This design comes from an exercise in tuning for small area, a short achievable clock period and few clock cycles on the open sky130 flow, not from production work.
Only simulation tests tie the RTL to the original design; equivalence was not proved.
Power and IR drop assume default switching activity.

### flow/run.sh
#!/bin/bash
# synth_recipe.tcl (not shown) runs the flow's synth.tcl, then flattens the netlist and writes it again
# the make line also repeats each setting of config.mk as NAME=value (left out here)
make -C /OpenROAD-flow-scripts/flow DESIGN_CONFIG=/design/flow/config.mk WORK_HOME=/design/flow/orfs CLKGATE_MAP_FILE= SYNTH_SCRIPT=/design/flow/synth_recipe.tcl finish
### flow/config.mk
export PLATFORM = sky130hd
export DESIGN_NAME = ControladorRedimensionamento
export DESIGN_NICKNAME = ControladorRedimensionamento
export VERILOG_FILES = /design/flow/design.v
export SDC_FILE = /design/flow/constraint.sdc
export NUM_CORES = 4
export LEC_CHECK = 0
export ABC_AREA = 1
export CAP_MARGIN = 20
export CORE_MARGIN = 2
export CORE_UTILIZATION = 40
export SLEW_MARGIN = 20
### flow/constraint.sdc
create_clock -name core_clock -period 85.0 [get_ports {clk}]
set_input_delay 17.0000 -clock core_clock [delete_from_list [all_inputs] [get_ports {clk}]]
set_output_delay 17.0000 -clock core_clock [all_outputs]
set_load 0.01 [all_outputs]
### flow/design.v
module rc_add #(parameter N = 8) (
    input  wire [N-1:0] a,
    input  wire [N-1:0] b,
    input  wire         ci,
    output wire [N-1:0] s,
    output wire         co
);
    wire [N:0] c;
    assign c[0] = ci;
    genvar i;
    generate for (i = 0; i < N; i = i + 1) begin : g
        assign s[i]   = a[i] ^ b[i] ^ c[i];
        assign c[i+1] = (a[i] & b[i]) | (a[i] & c[i]) | (b[i] & c[i]);
    end endgenerate
    assign co = c[N];
endmodule
module rc_inc #(parameter N = 8) (
    input  wire [N-1:0] a,
    input  wire         ci,
    output wire [N-1:0] s,
    output wire         co
);
    wire [N:0] c;
    assign c[0] = ci;
    genvar i;
    generate for (i = 0; i < N; i = i + 1) begin : g
        assign s[i]   = a[i] ^ c[i];
        assign c[i+1] = a[i] & c[i];
    end endgenerate
    assign co = c[N];
endmodule
module rc_ge #(parameter N = 8) (
    input  wire [N-1:0] a,
    input  wire [N-1:0] b,
    output wire         ge
);
    wire [N:0] c;
    assign c[0] = 1'b1;
    genvar i;
    generate for (i = 0; i < N; i = i + 1) begin : g
        assign c[i+1] = (a[i] & ~b[i]) | (a[i] & c[i]) | (~b[i] & c[i]);
    end endgenerate
    assign ge = c[N];
endmodule
module mul_acc (
    input  wire [9:0]  a,
    input  wire [9:0]  b,
    input  wire [9:0]  c,
    output wire [16:0] y
);
    wire [16:0] acc [0:10];
    assign acc[0] = {7'd0, c};
    genvar i;
    generate for (i = 0; i < 10; i = i + 1) begin : row
        wire [16:0] pp = {7'd0, a & {10{b[i]}}} << i;
        wire        co;
        rc_add #(17) u_add (.a(acc[i]), .b(pp), .ci(1'b0), .s(acc[i+1]), .co(co));
    end endgenerate
    assign y = acc[10];
endmodule
module ControladorRedimensionamento #(
    parameter LARGURA_ORIG = 320,
    parameter ALTURA_ORIG  = 240,
    parameter MAX_LARGURA  = 640,
    parameter MAX_ALTURA   = 480
)(
    input  wire        clk,
    input  wire        rst,
    input  wire        start,
    input  wire [1:0]  algoritmo,
    input  wire [1:0]  zoom_select,
    input  wire [7:0]  pixel_in,
    input  wire [7:0]  red_pixel,
    input  wire [8:0]  janela_x_inicio,
    input  wire [7:0]  janela_y_inicio,
    input  wire [10:0] janela_largura,
    input  wire [9:0]  janela_altura,
    output reg  [16:0] rom_addr,
    output reg  [16:0] ram_addr,
    output reg  [7:0]  pixel_out,
    output reg         wren,
    output reg         done
);
    reg        st_r;
    reg [1:0]  p_alg, p_k;
    reg [8:0]  p_jx, p_w;
    reg [7:0]  p_jy, p_h;
    reg [7:0]  rp;
    always @(posedge clk) begin
        p_alg <= algoritmo;
        p_k   <= zoom_select;
        p_jx  <= janela_x_inicio;
        p_jy  <= janela_y_inicio;
        p_w   <= janela_largura[8:0];
        p_h   <= janela_altura[7:0];
        rp    <= red_pixel;
    end
    always @(posedge clk or posedge rst)
        if (rst) st_r <= 1'b0;
        else     st_r <= start;
    wire k2 = p_k[1];                  
    wire k1 = ~p_k[1] & p_k[0];        
    wire [10:0] lax = k2 ? {p_w, 2'b00} : k1 ? {1'b0, p_w, 1'b0} : {2'b00, p_w};
    wire [9:0]  lay = k2 ? {p_h, 2'b00} : k1 ? {1'b0, p_h, 1'b0} : {2'b00, p_h};
    wire        cropx = lax[10] | (lax[9] & (lax[8] | (lax[7] & (|lax[6:0]))));
    wire        cropy = lay[9] | ((&lay[8:5]) & (|lay[4:0]));
    wire [3:0]  uxm, uxp;
    wire [4:0]  uym;
    wire [5:0]  uyp;
    wire        nc0, nc1, nc2, nc3;
    rc_add #(4) u_uxm (.a(lax[10:7]), .b(4'b1011),  .ci(1'b0), .s(uxm), .co(nc0));
    rc_add #(4) u_uxp (.a(lax[10:7]), .b(4'b0101),  .ci(1'b0), .s(uxp), .co(nc1));
    rc_add #(5) u_uym (.a(lay[9:5]),  .b(5'b10001), .ci(1'b0), .s(uym), .co(nc2));
    rc_add #(6) u_uyp (.a({1'b0, lay[9:5]}), .b(6'b001111), .ci(1'b0), .s(uyp), .co(nc3));
    wire [9:0]  offx = cropx ? {uxm, lax[6:1]} : 10'd0;
    wire [9:0]  limx = cropx ? {uxp, lax[6:1]} : lax[9:0];
    wire [9:0]  lfx  = cropx ? 10'd640 : lax[9:0];
    wire [9:0]  offy = cropy ? {1'b0, uym, lay[4:1]} : 10'd0;
    wire [9:0]  limy = cropy ? {uyp, lay[4:1]} : lay;
    localparam S_IDLE = 2'd0, S_NR = 2'd1, S_DRAIN = 2'd2, S_DA = 2'd3;
    reg [1:0] estado;
    wire in_da = (estado == S_DA);
    wire is_nr  = ~p_alg[0];           
    wire is_rep = ~p_alg[1];           
    wire is_avg = p_alg[1];            
    reg [9:0] r_xa, r_ya, r_xr, r_yr;
    reg       r_dx, r_dy, r_dj;
    reg [9:0] n_xa, n_ya, n_xr, n_yr;
    reg       n_dx, n_dy, n_dj;
    wire [9:0] c_xa = is_rep ? r_xa : n_xa;
    wire [9:0] c_ya = is_rep ? r_ya : n_ya;
    wire [9:0] c_xr = is_rep ? r_xr : n_xr;
    wire [9:0] c_yr = is_rep ? r_yr : n_yr;
    wire       c_dx = is_rep ? r_dx : n_dx;
    wire       c_dy = is_rep ? r_dy : n_dy;
    wire       c_dj = is_rep ? r_dj : n_dj;
    wire [9:0] xa_off, ya_off;
    wire       ge_x, ge_y, lim_x, lim_y;
    rc_add #(10) u_xoff (.a(c_xa), .b(~offx), .ci(1'b1), .s(xa_off), .co(ge_x));
    rc_add #(10) u_yoff (.a(c_ya), .b(~offy), .ci(1'b1), .s(ya_off), .co(ge_y));
    rc_ge  #(10) u_xlim (.a(c_xa), .b(limx), .ge(lim_x));
    rc_ge  #(10) u_ylim (.a(c_ya), .b(limy), .ge(lim_y));
    wire       s_dx = ge_x & ~lim_x;
    wire       s_dy = ge_y & ~lim_y;
    wire       s_dj = c_dx & c_dy;
    wire [9:0] s_xr = c_dj ? xa_off : c_xr;
    wire [9:0] s_yr = c_dj ? ya_off : c_yr;
    reg [9:0] gX, gY;
    reg [3:0] gJ;
    wire [9:0] gX1, gY1;
    wire [3:0] gJ1;
    wire       nc4, nc5, nc6;
    rc_inc #(10) u_gx1 (.a(gX), .ci(1'b1), .s(gX1), .co(nc4));
    rc_inc #(10) u_gy1 (.a(gY), .ci(1'b1), .s(gY1), .co(nc5));
    rc_inc #(4)  u_gj1 (.a(gJ), .ci(1'b1), .s(gJ1), .co(nc6));
    wire       j_last = ~is_rep | (k2 ? (gJ == 4'd8) : (gJ == 4'd2));
    wire [9:0] xend   = is_rep ? {1'b0, p_w} : lax[9:0];
    wire [9:0] yend   = is_rep ? {2'b00, p_h} : lay;
    wire       x_last = (gX1 == xend);
    wire       y_last = (gY1 == yend);
    wire       g_last = j_last & x_last & y_last;
    wire [3:0] nJ = j_last ? 4'd0 : gJ1;
    wire [9:0] nX = j_last ? (x_last ? 10'd0 : gX1) : gX;
    wire [9:0] nY = (j_last & x_last) ? gY1 : gY;
    wire       j0 = (gJ == 4'd0);
    wire [1:0] ox = j0 ? 2'd0 : (k2 ? (gJ[0] ? 2'd1 : 2'd3) : 2'd1);
    wire [3:0] jm1 = gJ - 4'd1;
    wire [1:0] oy = j0 ? 2'd0 : (k2 ? jm1[2:1] : {1'b0, gJ[1]});
    wire [9:0] gXs = k2 ? {gX[7:0], 2'b00} : {gX[8:0], 1'b0};
    wire [9:0] gYs = k2 ? {gY[7:0], 2'b00} : {gY[8:0], 1'b0};
    wire [9:0] ax = is_rep ? {gXs[9:2], gXs[1:0] | ox} : gX;
    wire [9:0] ay = is_rep ? {gYs[9:2], gYs[1:0] | oy} : gY;
    wire       g_init = (estado == S_IDLE);
    wire [9:0] nXs = g_init ? 10'd0 : nX;
    wire [9:0] nYs = g_init ? 10'd0 : nY;
    wire [8:0] sx = is_rep ? nXs[8:0] : k2 ? {1'b0, nXs[9:2]} : k1 ? nXs[9:1] : nXs[8:0];
    wire [7:0] sy = is_rep ? nYs[7:0] : k2 ? nYs[9:2] : k1 ? nYs[8:1] : nYs[7:0];
    wire [8:0] xabs_l, yabs_l, tt_l, rh;
    wire       xabs_h, yabs_h, tt_h, nc7;
    rc_add #(9) u_xabs (.a(p_jx), .b(sx), .ci(1'b0), .s(xabs_l), .co(xabs_h));
    rc_add #(8) u_yabs (.a(p_jy), .b(sy), .ci(1'b0), .s(yabs_l[7:0]), .co(yabs_l[8]));
    wire [9:0] xabs = {xabs_h, xabs_l};
    wire [8:0] yabs = yabs_l;
    rc_add #(9) u_tt (.a(yabs), .b({5'd0, xabs[9:6]}), .ci(1'b0), .s(tt_l), .co(tt_h));
    rc_add #(9) u_rh (.a(yabs), .b({tt_h, tt_l[8:2]}), .ci(1'b0), .s(rh), .co(nc7));
    wire [16:0] rom_next = {rh, tt_l[1:0], xabs[5:0]};
    reg [16:0] dA;                     
    reg        dW;
    reg        rdone;
    reg        t1v, t1f, t1l, t2v, t2f, t2l, t3v, t3f, t3l;
    reg [11:0] acc;
    wire [7:0] wX = dA[7:0];
    wire [7:0] wY = dA[15:8];
    wire [1:0] lX = gJ[1:0];
    wire [1:0] lY = gJ[3:2];
    wire       lx_last = ~is_avg | (k2 ? (lX == 2'd3) : (lX == 2'd1));
    wire       ly_last = ~is_avg | (k2 ? (lY == 2'd3) : (lY == 2'd1));
    wire [1:0] rnd = is_avg ? 2'd0 : (k2 ? 2'd3 : 2'd1);
    wire [8:0] wr_l; wire wr_h;
    wire [7:0] hr_l; wire hr_h;
    rc_add #(9) u_wr (.a(p_w), .b({7'd0, rnd}), .ci(1'b0), .s(wr_l), .co(wr_h));
    rc_add #(8) u_hr (.a(p_h), .b({6'd0, rnd}), .ci(1'b0), .s(hr_l), .co(hr_h));
    wire [8:0] nbx = k2 ? {1'b0, wr_h, wr_l[8:2]} : {wr_h, wr_l[8:1]};
    wire [8:0] nby = k2 ? {2'b00, hr_h, hr_l[7:2]} : {1'b0, hr_h, hr_l[7:1]};
    wire       bx_last = (gX1[8:0] == nbx);
    wire       by_last = (gY1[8:0] == nby);
    wire [8:0] wX1; wire [7:0] wY1; wire nc8, nc9;
    rc_inc #(8) u_wx1 (.a(wX), .ci(1'b1), .s(wX1[7:0]), .co(wX1[8]));
    rc_inc #(8) u_wy1 (.a(wY), .ci(1'b1), .s(wY1), .co(nc9));
    wire       wx_last = (wX1 == nbx);
    wire       r_first = (gJ == 4'd0);
    wire       r_lastb = lx_last & ly_last;
    wire       r_final = r_lastb & bx_last & by_last;
    wire [7:0] ldw  = k2 ? {2'b00, p_w[8:2]} : {1'b0, p_w[8:1]};
    wire [9:0] yrow = k2 ? {gY[7:0], lY} : {gY[8:0], lY[0]};
    wire [9:0] xcol = k2 ? {gX[7:0], lX} : {gX[8:0], lX[0]};
    wire       slow   = p_h[7];
    wire       w_dec  = t3v & t3l;
    wire       r_ok   = ~rdone & ~(slow & (t1l | t2l));
    wire       w_lastop = rdone & ~t1v & ~t2v;
    wire [11:0] sum;
    wire        nc10;
    rc_add #(12) u_sum (.a(t3f ? 12'd0 : acc), .b({4'd0, rp}), .ci(1'b0), .s(sum), .co(nc10));
    wire [7:0]  avg = k2 ? sum[11:4] : sum[9:2];
    wire       da_w  = in_da & w_dec;
    wire [9:0] mul_a = in_da ? (w_dec ? {2'b00, wY} : yrow) : c_yr;
    wire [9:0] mul_b = da_w ? {2'b00, ldw} : lfx;
    wire [9:0] mul_c = in_da ? (w_dec ? {2'b00, wX} : xcol) : c_xr;
    wire [16:0] maddr;
    mul_acc u_mul (.a(mul_a), .b(mul_b), .c(mul_c), .y(maddr));
    always @(posedge clk or posedge rst) begin
        if (rst) begin
            estado <= S_IDLE;
            done <= 1'b0;
            wren <= 1'b0;
            r_xa <= 0; r_ya <= 0; r_xr <= 0; r_yr <= 0;
            r_dx <= 0; r_dy <= 0; r_dj <= 0;
            n_xa <= 0; n_ya <= 0; n_xr <= 0; n_yr <= 0;
            n_dx <= 0; n_dy <= 0; n_dj <= 0;
        end else begin
            done <= 1'b0;
            case (estado)
                S_IDLE: begin
                    wren <= 1'b0;
                    if (st_r) begin
                        if (is_nr)
                            estado <= S_NR;
                        else if (p_k == 2'd0)
                            done <= 1'b1;           
                        else
                            estado <= S_DA;
                    end
                end
                S_NR: begin
                    if (is_rep) begin
                        r_xa <= ax; r_ya <= ay;
                        r_dx <= s_dx; r_dy <= s_dy; r_dj <= s_dj;
                        r_xr <= s_xr; r_yr <= s_yr;
                    end else begin
                        n_xa <= ax; n_ya <= ay;
                        n_dx <= s_dx; n_dy <= s_dy; n_dj <= s_dj;
                        n_xr <= s_xr; n_yr <= s_yr;
                    end
                    wren <= dW;
                    if (g_last) estado <= S_DRAIN;
                end
                S_DRAIN: begin
                    wren <= dW;
                    done <= 1'b1;
                    estado <= S_IDLE;
                end
                S_DA: begin
                    wren <= w_dec;
                    if (w_dec & w_lastop) begin
                        done <= 1'b1;
                        estado <= S_IDLE;
                    end
                end
            endcase
        end
    end
    always @(posedge clk) begin
        rom_addr  <= rom_next;
        ram_addr  <= in_da ? maddr : dA;
        pixel_out <= in_da ? (is_avg ? avg : rp) : pixel_in;
        t2v <= t1v; t2l <= t1l; t2f <= t1f;
        t3v <= t2v; t3l <= t2l; t3f <= t2f;
        t1f <= r_first;
        t1v <= 1'b0; t1l <= 1'b0;
        dW  <= 1'b0;
        case (estado)
            S_IDLE: begin
                gX <= 10'd0; gY <= 10'd0; gJ <= 4'd0;
                dA <= 17'd0;
                rdone <= 1'b0;
                t2v <= 1'b0; t3v <= 1'b0;
            end
            S_NR: begin
                gX <= nX; gY <= nY; gJ <= nJ;
                dA <= maddr;
                dW <= c_dj;
            end
            S_DA: begin
                if (t3v) acc <= sum;
                if (w_dec) begin
                    if (wx_last) dA[15:0] <= {wY1, 8'd0};
                    else         dA[7:0]  <= wX1[7:0];
                end else if (r_ok) begin
                    t1v <= 1'b1; t1l <= r_lastb;
                    if (r_final) rdone <= 1'b1;
                    if (!lx_last) gJ[1:0] <= lX + 2'd1;
                    else begin
                        gJ[1:0] <= 2'd0;
                        if (!ly_last) gJ[3:2] <= lY + 2'd1;
                        else begin
                            gJ[3:2] <= 2'd0;
                            if (bx_last) begin gX <= 10'd0; gY <= gY1; end
                            else gX <= gX1;
                        end
                    end
                end
            end
            default: ;
        endcase
    end
endmodule
==> results by group, run 1 <==
Floorplanning
  • I/O pins: 105
  • Die area: 43800 sq um
  • Initial Utilization: 40.4%
  • Die Wd: 209 um
  • Core Region: 41800 sq um
  • Die H: 209 um
  • Core Rows: 75

Clock network
  • Clock tree sinks: 243
  • CTS-repair resized insts: 0
  • Postcts setup bufs: 0
  • Clock latency at the later pin of the worst-skew pair: 0.58 ns
  • CTS Buffer Depth: 3
  • Root Buffer: clkbuf_16
  • CTS Hold Buffers Added: 0
  • CTS tree: yes
  • Worst-path clk slew: 0.07 ns
  • H-tree lvl count: 1
  • Cts bufs inserted: 28

Synth
  • Cell Area, Synth: 16800 sq um
  • Top cell type's share of synthesized area: 16.0%
  • Post-synth top flop: dfxtp_1
  • Area share of fa/ha/maj cells after synthesis: 22.5%
  • Synth Area in XOR/XNOR: 2.70%
  • Synth async-reset ratio: 37.4%
  • Main combinational cell family by area after synthesis: adder cells
  • Simple-gate portion of the synthesized area: 17.9%
  • Avg Inst Size Synth: 8.46 sq um
  • Synth area leader: fa_1
  • Synth Area in Compound Gates: 11.2%
  • Post-synthesis mux area share: 2.81%
  • #FFs+latches synth: 243
  • Synth area leaders: fa_1 (16%), dfrtp_1 (14%), dfxtp_1 (12%), nand2_1 (9.6%), edfxtp_1 (9.6%)
  • Mapped Cells: 1992
  • Yosys cell types: 53
  • Mapped Nets: 2275
  • Ys Warns: 3
  • Post-synthesis sequential area ratio: 34.8%
  • Number of flops mapped to enable cells by yosys: 54

Final layout
  • Filler Cell Count: 4043
  • Area growth from synthesis to layout: 15.0%
  • Layout cells sized above 1: 6.58%
  • Layout net count: 2344

Drt
  • WL final: 47500 um
  • Drt pass-1 iters: 6
  • Wire per inst: 18.1 um
  • Post-route ant nets: 0
  • Via count: 13770
  • DRC errors left: 0
  • Vias per cell: 5.25
  • Detailed Route Iter0 Violations: 1076

GRT
  • Largest net degree at the start of global routing: 72
  • Vias in the first global route: 13525
  • Initial antenna violation count: 0
  • Total grt overflow: 0
  • First-pass GRT wire length: 75100 um
  • Total track usage: 21.9%

Critical path
  • CP max stage delay: 0.62 ns
  • Max FO, Critical Path: 1
  • RR Endpoint: dA[16]
  • CP required: 68.00 ns
  • Type of destination of the critical path: primary output
  • Crit path depth: 1
  • R2R Path Start: p_k[1]
  • CP delay by family, top: buffers and inverters
  • Critical path cell sequence: clkdlybuf4s50_1
  • FF-to-FF setup slack: 69.78 ns
  • WP data arrival: 1.53 ns
  • Worst Reg-to-Reg Cells: 43
  • Slowest CP cell: clkdlybuf4s50_1
  • Path type of the worst setup path: reg -> out
  • Worst Setup Start Kind: flop
  • Worst path bufs/invs: 1

Timing
  • Final Critical Period: 18.53 ns
  • Final Max Tran Viols: 0
  • Max-Slew Margin vs Limit: 27.4%
  • Unrepaired setup endpoints after global routing: false
  • FMAX: 54.0 MHz
  • Final setup TNS: 0 ns
  • Worst-Margin Slew: 1.09 ns
  • Final setup fails: 0
  • Worst setup margin: 66.47 ns
  • Skew final: 0.0218 ns
  • Post-route clock period utilization: 21.8%
  • Fin. Hold Viols: 0

Power and ir drop
  • PwrDens: 41.2 nW/um^2
  • Maximum vdd drop: 0.0254 mV
  • Leakage: 9.30 nW
  • Power, Total: 800 uW

Flow run
  • Max-cap violations: 0

Min path
  • Hold Path Stages: 0
  • Hold Crit Class: reg -> reg
  • Worst Hold Launch: t2f
  • Worst Hold Path EP: t3f

Placed design
  • HPWL Detailed: 35800 um
  • Pre-CTS WS: 66.23 ns
  • GPL Wtd Cong: 0.886
  • # port buffers: 100

Status
  • Status: no timing/DRC/antenna violations
## logic make-up after synthesis
logic type               Yosys count
flip-flops                       243
XOR/XNOR                          52
AO/OA/AOI/OAI                    339
adder cells (fa/ha/maj)          222
AND/OR/NAND/NOR                  738
multiplexers                      45
buffers and inverters            353
## how the worst max path moves through the flow
stage               start      end  slack [ns]
finish               done     done       66.47
global route         done     done       66.43
CTS                  done     done       66.45
detailed placement    rst  n_xr[5]       66.23
global placement      rst  n_xr[6]       66.30
floorplan             rst     done       65.64
## where the power goes
part	switching, mW	internal (mW)
Sequential	0.0255	0.170
Combinational	0.283	0.191
Clock	0.0535	0.0768
## layout make-up
type | instances | area, sq um | area share, %
clock buffer | 35 | 832 | 4.29
timing repair buffer | 122 | 1170 | 6.02
inverter | 270 | 1010 | 5.24
sequential | 243 | 5870 | 30.3
tap | 539 | 674 | 3.48
clock inverter | 17 | 181 | 0.936
multi-input combinational | 1396 | 9650 | 49.8
antenna | 1 | 2.50 | 0.0129
## synthesized netlist by cell type (3+ instances only)
library cell and number:
a31oi_1 7, o211ai_1 6, clkinv_1 5, a21oi_1 47
nor2_1 179, a22o_1 9, ha_1 87, buf_1 8
or2_2 17, nor3b_1 3, a221oi_1 6, a22oi_1 4
fa_1 135, inv_1 252, nor4_1 6, mux2_2 18
buf_2 15, nand2_1 433, o221ai_1 4, nor3_1 9
o32ai_1 8, dfrtp_1 91, o21ai_0 190, nand4_1 7
dfxtp_1 98, xor2_1 43, mux2i_1 27, o21ai_1 26
inv_2 13, edfxtp_1 54, nand3_1 66, xnor2_1 9
o22ai_1 19, nor2_2 3, o31ai_1 3, clkbuf_1 57
nand3b_1 8
## metrics by stage
| step | hold WS (ns) | instance area (sq um) | utilization, % | cells |
|---|---|---|---|---|
| global route | 0.348 | 19400 | 46.4 | 2622 |
| finish | 0.339 | 19400 | 46.4 | 2623 |
| floorplan | 0.310 | 16800 | - | 1992 |
| global placement | 0.324 | 18400 | 44.0 | 2570 |
| CTS | 0.339 | 19400 | 46.4 | 2622 |
| detailed placement | 0.323 | 18400 | 44.0 | 2570 |
## state kept, by name (all words and copies together) (netlist names), 2 cells and up
register and flops:
gX 10, r_yr 10, rp 8, r_ya 10, gJ 4, p_k 2
dA 17, n_yr 10, pixel_out 8, ram_addr 17, p_alg 2, n_xr 10
acc 12, rom_addr 17, p_jy 8, r_xr 10, p_jx 9, p_w 9
estado 2, r_xa 10, p_h 8, n_ya 10, n_xa 10, gY 10
## metal layers
metal	part of all wire, %	track usage (%)	up-vias
met3	6.1	3.32	93
met2	46	35.6	434
met4	3.7	7.86	0
li1	-	-	6557
met5	0	0	-
met1	44	29.7	6686
## cells in the final DEF, fill, tap and decap left out, types with 22 or more instances in the layout
cell type and instances:
clkbuf_16 32, fa_1 135, mux2i_1 27, ha_1 87, a21oi_1 47, xor2_1 43
buf_4 22, dfxtp_1 96, nor2_1 178, dfrtp_1 91, inv_1 250, clkdlybuf4s50_1 100
nand2_1 432, edfxtp_1 54, nand3_1 66, o21ai_1 25, o21ai_0 190
Testbench counts, summed over its fixed seeds: cycles 327,894.
==> run 2: changes to the inputs <==
--- a/flow/design.v
+++ b/flow/design.v
@@ -125,13 +125,12 @@
     wire is_avg = p_alg[1];            
     reg [9:0] r_xa, r_ya, r_xr, r_yr;
-    reg       r_dx, r_dy, r_dj;
+    reg       r_dxy, r_dj;
     reg [9:0] n_xa, n_ya, n_xr, n_yr;
-    reg       n_dx, n_dy, n_dj;
+    reg       n_dxy, n_dj;
     wire [9:0] c_xa = is_rep ? r_xa : n_xa;
     wire [9:0] c_ya = is_rep ? r_ya : n_ya;
     wire [9:0] c_xr = is_rep ? r_xr : n_xr;
     wire [9:0] c_yr = is_rep ? r_yr : n_yr;
-    wire       c_dx = is_rep ? r_dx : n_dx;
-    wire       c_dy = is_rep ? r_dy : n_dy;
+    wire       c_dxy = is_rep ? r_dxy : n_dxy;
     wire       c_dj = is_rep ? r_dj : n_dj;
     wire [9:0] xa_off, ya_off;
@@ -141,7 +140,6 @@
     rc_ge  #(10) u_xlim (.a(c_xa), .b(limx), .ge(lim_x));
     rc_ge  #(10) u_ylim (.a(c_ya), .b(limy), .ge(lim_y));
-    wire       s_dx = ge_x & ~lim_x;
-    wire       s_dy = ge_y & ~lim_y;
-    wire       s_dj = c_dx & c_dy;
+    wire       s_dxy = ge_x & ~lim_x & ge_y & ~lim_y;    
+    wire       s_dj  = c_dxy;
     wire [9:0] s_xr = c_dj ? xa_off : c_xr;
     wire [9:0] s_yr = c_dj ? ya_off : c_yr;
@@ -154,5 +152,5 @@
     rc_inc #(10) u_gy1 (.a(gY), .ci(1'b1), .s(gY1), .co(nc5));
     rc_inc #(4)  u_gj1 (.a(gJ), .ci(1'b1), .s(gJ1), .co(nc6));
-    wire       j_last = ~is_rep | (k2 ? (gJ == 4'd8) : (gJ == 4'd2));
+    wire       j_last = (estado != S_IDLE) & (~is_rep | (k2 ? (gJ == 4'd8) : (gJ == 4'd2)));
     wire [9:0] xend   = is_rep ? {1'b0, p_w} : lax[9:0];
     wire [9:0] yend   = is_rep ? {2'b00, p_h} : lay;
@@ -171,7 +169,6 @@
     wire [9:0] ax = is_rep ? {gXs[9:2], gXs[1:0] | ox} : gX;
     wire [9:0] ay = is_rep ? {gYs[9:2], gYs[1:0] | oy} : gY;
-    wire       g_init = (estado == S_IDLE);
-    wire [9:0] nXs = g_init ? 10'd0 : nX;
-    wire [9:0] nYs = g_init ? 10'd0 : nY;
+    wire [9:0] nXs = nX;
+    wire [9:0] nYs = nY;
     wire [8:0] sx = is_rep ? nXs[8:0] : k2 ? {1'b0, nXs[9:2]} : k1 ? nXs[9:1] : nXs[8:0];
     wire [7:0] sy = is_rep ? nYs[7:0] : k2 ? nYs[9:2] : k1 ? nYs[8:1] : nYs[7:0];
@@ -186,8 +183,13 @@
     wire [16:0] rom_next = {rh, tt_l[1:0], xabs[5:0]};
     reg [16:0] dA;                     
-    reg        dW;
-    reg        rdone;
-    reg        t1v, t1f, t1l, t2v, t2f, t2l, t3v, t3f, t3l;
-    reg [11:0] acc;
+    reg        dW;                     
+    reg        t3l;
+    wire [11:0] acc   = rom_addr[11:0];
+    wire        rdone = rom_addr[12];
+    wire        t1v   = rom_addr[13];
+    wire        t1l   = rom_addr[14];
+    wire        t2v   = rom_addr[15];
+    wire        t2l   = rom_addr[16];
+    wire        t3v   = dW;
     wire [7:0] wX = dA[7:0];
     wire [7:0] wY = dA[15:8];
@@ -196,18 +198,15 @@
     wire       lx_last = ~is_avg | (k2 ? (lX == 2'd3) : (lX == 2'd1));
     wire       ly_last = ~is_avg | (k2 ? (lY == 2'd3) : (lY == 2'd1));
-    wire [1:0] rnd = is_avg ? 2'd0 : (k2 ? 2'd3 : 2'd1);
-    wire [8:0] wr_l; wire wr_h;
-    wire [7:0] hr_l; wire hr_h;
-    rc_add #(9) u_wr (.a(p_w), .b({7'd0, rnd}), .ci(1'b0), .s(wr_l), .co(wr_h));
-    rc_add #(8) u_hr (.a(p_h), .b({6'd0, rnd}), .ci(1'b0), .s(hr_l), .co(hr_h));
-    wire [8:0] nbx = k2 ? {1'b0, wr_h, wr_l[8:2]} : {wr_h, wr_l[8:1]};
-    wire [8:0] nby = k2 ? {2'b00, hr_h, hr_l[7:2]} : {1'b0, hr_h, hr_l[7:1]};
-    wire       bx_last = (gX1[8:0] == nbx);
-    wire       by_last = (gY1[8:0] == nby);
-    wire [8:0] wX1; wire [7:0] wY1; wire nc8, nc9;
+    wire [1:0]  sm  = is_avg ? (k2 ? 2'd3 : 2'd1) : 2'd0;
+    wire [10:0] qx  = k2 ? {gX1[8:0], sm} : {1'b0, gX1[8:0], sm[0]};
+    wire [10:0] qy  = k2 ? {gY1[8:0], sm} : {1'b0, gY1[8:0], sm[0]};
+    wire [8:0]  wX1; wire [7:0] wY1; wire nc9;
     rc_inc #(8) u_wx1 (.a(wX), .ci(1'b1), .s(wX1[7:0]), .co(wX1[8]));
     rc_inc #(8) u_wy1 (.a(wY), .ci(1'b1), .s(wY1), .co(nc9));
-    wire       wx_last = (wX1 == nbx);
-    wire       r_first = (gJ == 4'd0);
+    wire [10:0] qw  = k2 ? {wX1, sm} : {1'b0, wX1, sm[0]};
+    wire        bx_last, by_last, wx_last;
+    rc_ge #(11) u_bxl (.a(qx), .b({2'b00, p_w}), .ge(bx_last));
+    rc_ge #(11) u_byl (.a(qy), .b({3'b000, p_h}), .ge(by_last));
+    rc_ge #(11) u_wxl (.a(qw), .b({2'b00, p_w}), .ge(wx_last));
     wire       r_lastb = lx_last & ly_last;
     wire       r_final = r_lastb & bx_last & by_last;
@@ -221,5 +220,5 @@
     wire [11:0] sum;
     wire        nc10;
-    rc_add #(12) u_sum (.a(t3f ? 12'd0 : acc), .b({4'd0, rp}), .ci(1'b0), .s(sum), .co(nc10));
+    rc_add #(12) u_sum (.a(acc), .b({4'd0, rp}), .ci(1'b0), .s(sum), .co(nc10));
     wire [7:0]  avg = k2 ? sum[11:4] : sum[9:2];
     wire       da_w  = in_da & w_dec;
@@ -235,7 +234,7 @@
             wren <= 1'b0;
             r_xa <= 0; r_ya <= 0; r_xr <= 0; r_yr <= 0;
-            r_dx <= 0; r_dy <= 0; r_dj <= 0;
+            r_dxy <= 0; r_dj <= 0;
             n_xa <= 0; n_ya <= 0; n_xr <= 0; n_yr <= 0;
-            n_dx <= 0; n_dy <= 0; n_dj <= 0;
+            n_dxy <= 0; n_dj <= 0;
         end else begin
             done <= 1'b0;
@@ -255,9 +254,9 @@
                     if (is_rep) begin
                         r_xa <= ax; r_ya <= ay;
-                        r_dx <= s_dx; r_dy <= s_dy; r_dj <= s_dj;
+                        r_dxy <= s_dxy; r_dj <= s_dj;
                         r_xr <= s_xr; r_yr <= s_yr;
                     end else begin
                         n_xa <= ax; n_ya <= ay;
-                        n_dx <= s_dx; n_dy <= s_dy; n_dj <= s_dj;
+                        n_dxy <= s_dxy; n_dj <= s_dj;
                         n_xr <= s_xr; n_yr <= s_yr;
                     end
@@ -280,19 +279,28 @@
         end
     end
+    reg [11:0] acc_n;
+    reg        rdone_n, t1v_n, t1l_n;
+    always @* begin
+        acc_n   = t3v ? (t3l ? 12'd0 : sum) : acc;
+        rdone_n = rdone;
+        t1v_n   = 1'b0;
+        t1l_n   = 1'b0;
+        if (!w_dec && r_ok) begin
+            t1v_n = 1'b1;
+            t1l_n = r_lastb;
+            if (r_final) rdone_n = 1'b1;
+        end
+    end
     always @(posedge clk) begin
-        rom_addr  <= rom_next;
         ram_addr  <= in_da ? maddr : dA;
         pixel_out <= in_da ? (is_avg ? avg : rp) : pixel_in;
-        t2v <= t1v; t2l <= t1l; t2f <= t1f;
-        t3v <= t2v; t3l <= t2l; t3f <= t2f;
-        t1f <= r_first;
-        t1v <= 1'b0; t1l <= 1'b0;
         dW  <= 1'b0;
+        t3l <= 1'b0;
+        rom_addr <= rom_next;
         case (estado)
             S_IDLE: begin
                 gX <= 10'd0; gY <= 10'd0; gJ <= 4'd0;
                 dA <= 17'd0;
-                rdone <= 1'b0;
-                t2v <= 1'b0; t3v <= 1'b0;
+                if (!is_nr) rom_addr <= 17'd0;
             end
             S_NR: begin
@@ -302,11 +310,11 @@
             end
             S_DA: begin
-                if (t3v) acc <= sum;
+                rom_addr <= {t1l, t1v, t1l_n, t1v_n, rdone_n, acc_n};
+                dW  <= t2v;
+                t3l <= t2l;
                 if (w_dec) begin
                     if (wx_last) dA[15:0] <= {wY1, 8'd0};
                     else         dA[7:0]  <= wX1[7:0];
                 end else if (r_ok) begin
-                    t1v <= 1'b1; t1l <= r_lastb;
-                    if (r_final) rdone <= 1'b1;
                     if (!lx_last) gJ[1:0] <= lX + 2'd1;
                     else begin
--- a/flow/config.mk
+++ b/flow/config.mk
@@ -10,3 +10,6 @@
 export CORE_MARGIN = 2
 export CORE_UTILIZATION = 40
+export CTS_BUF_LIST = sky130_fd_sc_hd__clkbuf_16
+export CTS_CLUSTER_DIAMETER = 100
+export CTS_CLUSTER_SIZE = 20
 export SLEW_MARGIN = 20
==> results by group, run 2 <==
Status
  • Status: no timing/DRC/antenna violations (unchanged)

Critical path
  • CP delay by family, top: buffers and inverters (unchanged)
  • CP required: 68.00 ns (about the same)
  • Max FO, Critical Path: 2 (was 1)
  • Path type of the worst setup path: reg -> out (unchanged)
  • R2R Path Start: estado[1] (was p_k[1])
  • Worst Reg-to-Reg Cells: 39 (was 43)
  • WP data arrival: 1.49 ns (was 1.53 ns)
  • RR Endpoint: dA[16] (unchanged)
  • Slowest CP cell: clkdlybuf4s50_1 (unchanged)
  • Type of destination of the critical path: primary output (unchanged)
  • CP max stage delay: 0.60 ns (was 0.62 ns)
  • FF-to-FF setup slack: 69.88 ns (was 69.78 ns)
  • Worst path bufs/invs: 1 (unchanged)
  • Critical path cell sequence: clkdlybuf4s50_1 (unchanged)
  • Worst Setup Start Kind: flop (unchanged)

Synth
  • Cell Area, Synth: 16300 sq um (was 16800 sq um)
  • Avg Inst Size Synth: 8.46 sq um (about the same)
  • Synth Area in XOR/XNOR: 2.08% (was 2.70%)
  • Synth area leader: fa_1 (unchanged)
  • Top cell type's share of synthesized area: 16.3% (was 16.0%)
  • Mapped Nets: 2196 (was 2275)
  • Number of flops mapped to enable cells by yosys: 54 (unchanged)
  • #FFs+latches synth: 220 (was 243)
  • Commonest cells post-synth: nand2_1 (430), inv_1 (237), o21ai_0 (201) (was nand2_1 (433), inv_1 (252), o21ai_0 (190))
  • Post-synthesis mux area share: 3.09% (was 2.81%)
  • Main combinational cell family by area after synthesis: adder cells (unchanged)
  • Post-synthesis sequential area ratio: 33.0% (was 34.8%)
  • Yosys cell types: 62 (was 53)
  • Count leader, synth: nand2_1 (unchanged)
  • Synth area leaders: fa_1 (16%), dfrtp_1 (14%), edfxtp_1 (9.9%), nand2_1 (9.9%), dfxtp_1 (9.4%) (was fa_1 (16%), dfrtp_1 (14%), dfxtp_1 (12%), nand2_1 (9.6%), edfxtp_1 (9.6%))
  • Mapped Cells: 1928 (was 1992)
  • Simple-gate portion of the synthesized area: 18.0% (was 17.9%)
  • Synth async-reset ratio: 40.5% (was 37.4%)
  • Ys Warns: 3 (unchanged)
  • Synth Area in Compound Gates: 13.3% (was 11.2%)
  • Area share of fa/ha/maj cells after synthesis: 22.0% (was 22.5%)
  • Post-synth top flop: dfrtp_1 (was dfxtp_1)

Timing
  • Max-Slew Margin vs Limit: 26.7% (was 27.4%)
  • Skew final: 0.0289 ns (was 0.0218 ns)
  • Final setup TNS: 0 ns (unchanged)
  • Final hold slack: 0.469 ns (was 0.339 ns)
  • Post-route clock period utilization: 21.8% (about the same)
  • Unrepaired setup endpoints after global routing: false (unchanged)
  • Final Max Tran Viols: 0 (unchanged)
  • Final Critical Period: 18.49 ns (was 18.53 ns)
  • Worst-Margin Slew: 1.10 ns (was 1.09 ns)
  • Fin. Hold Viols: 0 (unchanged)
  • FMAX: 54.1 MHz (was 54.0 MHz)
  • Final setup fails: 0 (unchanged)

Final layout
  • Layout cells sized above 1: 7.23% (was 6.58%)
  • Most common cell after layout, fill and taps aside: nand2_1 (unchanged)
  • Filler Cell Count: 3960 (was 4043)
  • Sequential cell area: 5400 sq um (was 5870 sq um)
  • Largest regs: dA (17), ram_addr (17), rom_addr (17) (unchanged)
  • Most frequent cells in the layout: nand2_1 (429), inv_1 (242), o21ai_0 (201) (was nand2_1 (432), inv_1 (250), o21ai_0 (190))
  • Inserted Diodes: 0 (was 1)
  • Area growth from synthesis to layout: 11.1% (was 15.0%)
  • Multi-input gate area: 9560 sq um (was 9650 sq um)
  • Layout net count: 2252 (was 2344)

Min path
  • Hold Crit Class: reg -> reg (unchanged)
  • Hold Path Stages: 2 (was 0)
  • Worst Hold Path EP: ram_addr[16] (was t3f)
  • Worst Hold Launch: dA[16] (was t2f)

Clock network
  • Clock latency at the later pin of the worst-skew pair: 0.51 ns (was 0.58 ns)
  • H-tree lvl count: 1 (unchanged)
  • Root Buffer: clkbuf_16 (unchanged)
  • Clock tree sinks: 220 (was 243)
  • CTS Hold Buffers Added: 0 (unchanged)
  • CTS Buffer Depth: 3 (unchanged)
  • Cts bufs inserted: 15 (was 28)
  • Postcts setup bufs: 0 (unchanged)
  • Worst-path clk slew: 0.08 ns (was 0.07 ns)
  • CTS-repair resized insts: 0 (unchanged)
  • CTS tree: yes (unchanged)

Drt
  • Post-route ant nets: 0 (unchanged)
  • DRC errors left: 0 (unchanged)
  • Detailed Route Iter0 Violations: 1010 (was 1076)
  • Drt pass-1 iters: 7 (was 6)
  • Vias per cell: 5.30 (was 5.25)
  • Via count: 13337 (was 13770)
  • WL final: 47000 um (was 47500 um)
  • Wire per inst: 18.7 um (was 18.1 um)

GRT
  • Vias in the first global route: 13265 (was 13525)
  • Total track usage: 23.1% (was 21.9%)
  • Total grt overflow: 0 (unchanged)
  • Largest net degree at the start of global routing: 75 (was 72)
  • First-pass GRT wire length: 75200 um (was 75100 um)
  • Initial antenna violation count: 0 (unchanged)

Placed design
  • HPWL Detailed: 36900 um (was 35800 um)
  • GPL Wtd Cong: 0.943 (was 0.886)
  • # port buffers: 100 (unchanged)

Power and ir drop
  • Power, Total: 697 uW (was 800 uW)
  • Maximum vdd drop: 0.0322 mV (was 0.0254 mV)
  • PwrDens: 38.4 nW/um^2 (was 41.2 nW/um^2)
  • Leakage: 8.62 nW (was 9.30 nW)

Floorplanning
  • Die area: 42400 sq um (was 43800 sq um)
  • Initial Utilization: 40.8% (was 40.4%)
  • Die Wd: 206 um (was 209 um)
  • I/O pins: 105 (unchanged)
  • Core Rows: 73 (was 75)
  • Core Region: 40000 sq um (was 41800 sq um)
  • Die H: 206 um (was 209 um)

Flow run
  • Max-cap violations: 0 (unchanged)
run 2: changes by cell type in the layout (fill, tap and decap cells not counted), sizes merged, moves of 8 or more:
| cell | before | now |
|---|---|---|
| inv | 272 | 254 |
| dfxtp | 98 | 77 |
| nand3 | 66 | 54 |
| ha | 87 | 74 |
| o21ai | 217 | 235 |
| clkbuf | 35 | 15 |
| nor2 | 183 | 169 |
| o32ai | 8 | 0 |
| nand2 | 435 | 446 |
| xor2 | 43 | 28 |
| o22ai | 19 | 56 |
| a21oi | 48 | 56 |
run 2: how the worst max path moves through the flow:
| stage | start | slack, ns | cells after the start | endpoint |
|---|---|---|---|---|
| 6_report | rom_addr[6] | 66.51 | 1 | rom_addr[6] |
| 5_1_grt | rom_addr[5] | 66.46 | 1 | rom_addr[5] |
| 4_1_cts | rom_addr[5] | 66.48 | 1 | rom_addr[5] |
| 3_5_place_dp | rst | 66.36 | 3 | done |
| 3_3_place_gp | rst | 66.37 | 3 | done |
| 2_1_floorplan | rst | 65.69 | 1 | done |
run 2: through the flow:
step	worst slack (ns)	instance area (sq um)	instances	utilization, %
detailed placement	66.36	17700	2492	44.3
CTS	66.48	18100	2517	45.3
floorplan	65.69	16300	1928	-
finish	66.51	18100	2517	45.3
global placement	66.37	17700	2492	44.2
global route	66.46	18100	2517	45.3
run 2: cell type report:
cell class / instances / area share [%]
multi-input combinational: 1376 / 52.7
clock inverter: 10 / 0.297
sequential: 220 / 29.8
clock buffer: 15 / 2.07
timing repair buffer: 117 / 6.22
inverter: 254 / 5.31
tap: 525 / 3.62
run 2: logic make-up (layout without fill, tap and decap cells):
kind of cell	Yosys count	after routing
AOI/OAI and AO/OA	384	384
adders and majority gates	207	207
DFF	220	220
muxes	48	48
and+or+nand+nor	700	700
xor gates and xnor gates	37	37
buffers and inverters	332	396
run 2: per-layer routing:
layer,share of wire [%],up-vias,routed length (um),GRT usage [%]
li1,-,6355,-,-
met1,43,6440,20200,30.9
met2,47,462,21900,38.1
met3,6.5,80,3040,3.28
met4,4.0,0,1900,8.85
met5,0,-,0,0
run 2: where the power goes:
| part | total [mW] | switching (mW) | internal (mW) |
|---|---|---|---|
| logic | 0.442 | 0.272 | 0.170 |
| clock network | 0.0708 | 0.0381 | 0.0326 |
| registers | 0.183 | 0.0273 | 0.156 |
Testbench counts of run 2, summed over its fixed seeds: cycles 327,894.
==> run 3: changes to the inputs <==
==> flow/flow/run.sh (new file) <==
#!/bin/bash
# Layout flow: the standard ORFS flow (standard.sh, all steps), except
# that the buffers buffer_ports puts on every input and output port are
# sky130_fd_sc_hd__buf_1 cells. The make output goes to standard_flow.log;
# ORFS keeps each step's own log under orfs/logs/.
set -euo pipefail
cd "$(dirname "${BASH_SOURCE[0]}")/.."
export BUFFER_PORTS_ARGS="-buffer_cell sky130_fd_sc_hd__buf_1"
bash standard.sh > standard_flow.log 2>&1
==> flow/standard.sh (new file) <==
#!/bin/bash
# synth_recipe.tcl (not shown) runs the flow's synth.tcl, then flattens the netlist and writes it again
# the make line also repeats each setting of config.mk as NAME=value (left out here)
make -C /OpenROAD-flow-scripts/flow DESIGN_CONFIG=/design/flow/config.mk WORK_HOME=/design/flow/orfs CLKGATE_MAP_FILE= SYNTH_SCRIPT=/design/flow/synth_recipe.tcl "${@:-finish}"
removed: flow/run.sh
==> results by group, run 3 <==
Drt
  • Detailed Route Iter0 Violations: 1003 (was 1010)
  • Vias per cell: 5.24 (was 5.30)
  • Post-route ant nets: 0 (unchanged)
  • WL final: 46400 um (was 47000 um)
  • DRC errors left: 0 (unchanged)
  • Via count: 13193 (was 13337)
  • Drt pass-1 iters: 7 (unchanged)
  • Wire per inst: 18.4 um (was 18.7 um)

Critical path
  • Worst Setup Start Kind: flop (unchanged)
  • CP delay by family, top: flip-flops (was buffers and inverters)
  • FF-to-FF setup slack: 69.90 ns (was 69.88 ns)
  • CP required: 68.00 ns (about the same)
  • Worst path bufs/invs: 1 (unchanged)
  • Type of destination of the critical path: primary output (unchanged)
  • CP max stage delay: 0.46 ns (was 0.60 ns)
  • Max FO, Critical Path: 2 (unchanged)
  • Path type of the worst setup path: reg -> out (unchanged)
  • Slowest CP cell: edfxtp_1 (was clkdlybuf4s50_1)
  • Critical path cell sequence: buf_1 (was clkdlybuf4s50_1)
  • WP data arrival: 1.12 ns (was 1.49 ns)

Power and ir drop
  • Comb power frac: 62.8% (was 63.5%)
  • Sw frac: 49.2% (was 48.5%)
  • Sequential share of power: 26.8% (was 26.3%)
  • NetSw: 336 uW (was 338 uW)
  • Pint: 347 uW (was 359 uW)
  • PwrDens: 39.0 nW/um^2 (was 38.4 nW/um^2)
  • Leakage: 8.38 nW (was 8.62 nW)
  • Maximum vdd drop: 0.0364 mV (was 0.0322 mV)
  • Clock network fraction of total power: 10.4% (was 10.2%)

Timing
  • Fin. Hold Viols: 0 (unchanged)
  • Skew final: 0.0290 ns (was 0.0289 ns)
  • Max-Slew Margin vs Limit: 26.3% (was 26.7%)
  • Final setup TNS: 0 ns (unchanged)
  • Unrepaired setup endpoints after global routing: false (unchanged)
  • Post-route clock period utilization: 21.3% (was 21.8%)
  • Final Max Tran Viols: 0 (unchanged)
  • Final setup fails: 0 (unchanged)
  • FMAX: 55.2 MHz (was 54.1 MHz)
  • Final Critical Period: 18.12 ns (was 18.49 ns)
  • Worst-Margin Slew: 1.10 ns (about the same)

GRT
  • First-pass GRT wire length: 74200 um (was 75200 um)
  • Initial antenna violation count: 0 (unchanged)
  • Total grt overflow: 0 (unchanged)
  • Largest net degree at the start of global routing: 76 (was 75)
  • Vias in the first global route: 13166 (was 13265)
  • Total track usage: 22.6% (was 23.1%)

Clock network
  • CTS-repair resized insts: 0 (unchanged)
  • CTS tree: yes (unchanged)
  • CTS Buffer Depth: 3 (unchanged)
  • Root Buffer: clkbuf_16 (unchanged)
  • CTS Hold Buffers Added: 0 (unchanged)
  • Worst-path clk slew: 0.09 ns (was 0.08 ns)
  • Postcts setup bufs: 0 (unchanged)
  • H-tree lvl count: 1 (unchanged)
  • Cts bufs inserted: 15 (unchanged)
  • Clock tree sinks: 220 (unchanged)
  • Clock latency at the later pin of the worst-skew pair: 0.51 ns (about the same)

Placed design
  • GPL Wtd Cong: 0.893 (was 0.943)
  • # port buffers: 100 (unchanged)
  • HPWL Detailed: 36300 um (was 36900 um)
  • Placed inst area: 17100 sq um (was 17700 sq um)

Synth
  • Yosys cell types: 62 (unchanged)
  • Synth area leaders: fa_1 (16%), dfrtp_1 (14%), edfxtp_1 (9.9%), nand2_1 (9.9%), dfxtp_1 (9.4%) (unchanged)
  • Synth area leader: fa_1 (unchanged)
  • Cell Area, Synth: 16300 sq um (unchanged)
  • Mapped Cells: 1928 (unchanged)
  • Post-synth top flop: dfrtp_1 (unchanged)
  • Post-synthesis sequential area ratio: 33.0% (unchanged)
  • Mapped Nets: 2196 (unchanged)
  • Avg Inst Size Synth: 8.46 sq um (unchanged)
  • Top cell type's share of synthesized area: 16.3% (unchanged)
  • Number of flops mapped to enable cells by yosys: 54 (unchanged)
  • Commonest cells post-synth: nand2_1 (430), inv_1 (237), o21ai_0 (201) (unchanged)
  • #FFs+latches synth: 220 (unchanged)
  • Ys Warns: 3 (unchanged)
  • Count leader, synth: nand2_1 (unchanged)
  • Synth async-reset ratio: 40.5% (unchanged)

Final layout
  • Layout cells sized above 1: 7.27% (was 7.23%)
  • Post-layout util: 43.8% (was 45.3%)
  • Most frequent cells in the layout: nand2_1 (429), inv_1 (243), o21ai_0 (201) (was nand2_1 (429), inv_1 (242), o21ai_0 (201))
  • Largest regs: dA (17), ram_addr (17), rom_addr (17) (unchanged)
  • Most common cell after layout, fill and taps aside: nand2_1 (unchanged)
  • Filler Cell Count: 4089 (was 3960)
  • Inserted Diodes: 0 (unchanged)
  • Layout net count: 2254 (was 2252)
  • Area growth from synthesis to layout: 7.37% (was 11.1%)
  • Finished Cell Area: 17500 sq um (was 18100 sq um)

Min path
  • Hold Crit Class: reg -> reg (unchanged)

Floorplanning
  • Core Region: 40000 sq um (unchanged)
  • Die Wd: 206 um (unchanged)
  • Core Rows: 73 (unchanged)
  • Die H: 206 um (unchanged)
  • Initial Utilization: 40.8% (unchanged)
  • Die area: 42400 sq um (unchanged)
  • I/O pins: 105 (unchanged)

Flow run
  • Max-cap violations: 0 (unchanged)

Status
  • Status: no timing/DRC/antenna violations (unchanged)
## run 3: path summary, 6_finish.rpt
check / cells after the start / startpoint / end
max: 1 / rom_addr[3] / rom_addr[3]
min: 2 / dA[16] / ram_addr[16]
max reg2reg: 38 / estado[1] / dA[16]
min reg2reg: 2 / dA[16] / ram_addr[16]
max in group asynchronous: 3 / rst / estado[0]
min in group asynchronous: 2 / rst / r_yr[5]
## run 3: final cells by class
class | instances | area, sq um | share of cell area [%]
clock buffer | 15 | 375 | 2.14
clock inverter | 10 | 55.1 | 0.314
inverter | 254 | 963 | 5.50
multi-input combinational | 1376 | 9560 | 54.5
sequential | 220 | 5400 | 30.8
tap | 525 | 657 | 3.75
timing repair buffer | 119 | 518 | 2.96
## run 3: per-stage QoR
stage / hold slack (ns) / instances / power, mW / worst slack (ns)
6_report: 0.465 / 2519 / 0.683 / 66.88
5_1_grt: 0.494 / 2519 / 0.749 / 66.85
4_1_cts: 0.467 / 2518 / 0.688 / 66.86
3_5_place_dp: 0.449 / 2493 / 0.612 / 66.74
3_3_place_gp: 0.443 / 2493 / 0.604 / 66.77
2_1_floorplan: 0.426 / 1928 / 0.466 / 65.69
## run 3: cell families after synthesis
group / count (synthesis) / share of synthesized area (%)
multiplexers: 48 / 3.09
XOR/XNOR: 37 / 2.08
buffers and inverters: 332 / 8.47
AO/OA/AOI/OAI: 384 / 13.3
adder cells (fa/ha/maj): 207 / 22.0
flip-flops: 220 / 33.0
AND/OR/NAND/NOR: 700 / 18.0
## run 3: metal layers
layer | GRT usage, % | vias to the layer above | wire [um]
met5 | 0 | - | 0
met4 | 6.96 | 0 | 1440
met3 | 2.16 | 69 | 2150
met2 | 38.9 | 352 | 22400
met1 | 30.1 | 6425 | 20400
li1 | - | 6347 | -
## run 3: power groups by stage
stage          Clock (mW)  Combinational (mW)  Sequential (mW)
5_1_grt            0.0765               0.485            0.187
4_1_cts            0.0731               0.432            0.183
3_5_place_dp            0               0.428            0.184
2_1_floorplan           0               0.288            0.178
3_3_place_gp            0               0.420            0.183
6_report           0.0710               0.429            0.183

==> static timing again, ports no longer ideal <==
How much do the figures lean on ideal ports? The routed layouts below were timed once more, with nothing changed but the port constraints.
Step 1, drivers: a clkbuf_16 drives clk and a buf_2 each remaining input, both assumed.
Step 2 adds t to the input delays and takes it off the output delays; t is the mean of the earliest and latest rising clock arrival at the registers after step 1. Input paths then give back, and output paths get back, about the clock's delay inside the block.
a / b / c = ideal / step 1 / step 2; a / b = the first two.
run	t (ns)	slack for setup (ns)	worst hold slack (ns)	clock arrival spread, ns	slew at the worst register clock pin (ns)
run 1	0.621	66.470 / 66.415 / 66.330	0.339 / 0.339 / 0.339	0.021 / 0.022	0.07 / 0.07
run 2	0.546	66.508 / 66.456 / 66.454	0.469 / 0.469 / 0.469	0.029 / 0.029	0.10 / 0.10
run 3	0.545	66.881 / 66.830 / 66.811	0.465 / 0.465 / 0.465	0.030 / 0.030	0.09 / 0.09
After both steps setup and hold are still met in every run listed. The setup slack of run 1, which loses most, moves by -0.055 ns with the drivers and by -0.140 ns with both steps. Setup slack includes reset recovery checks.
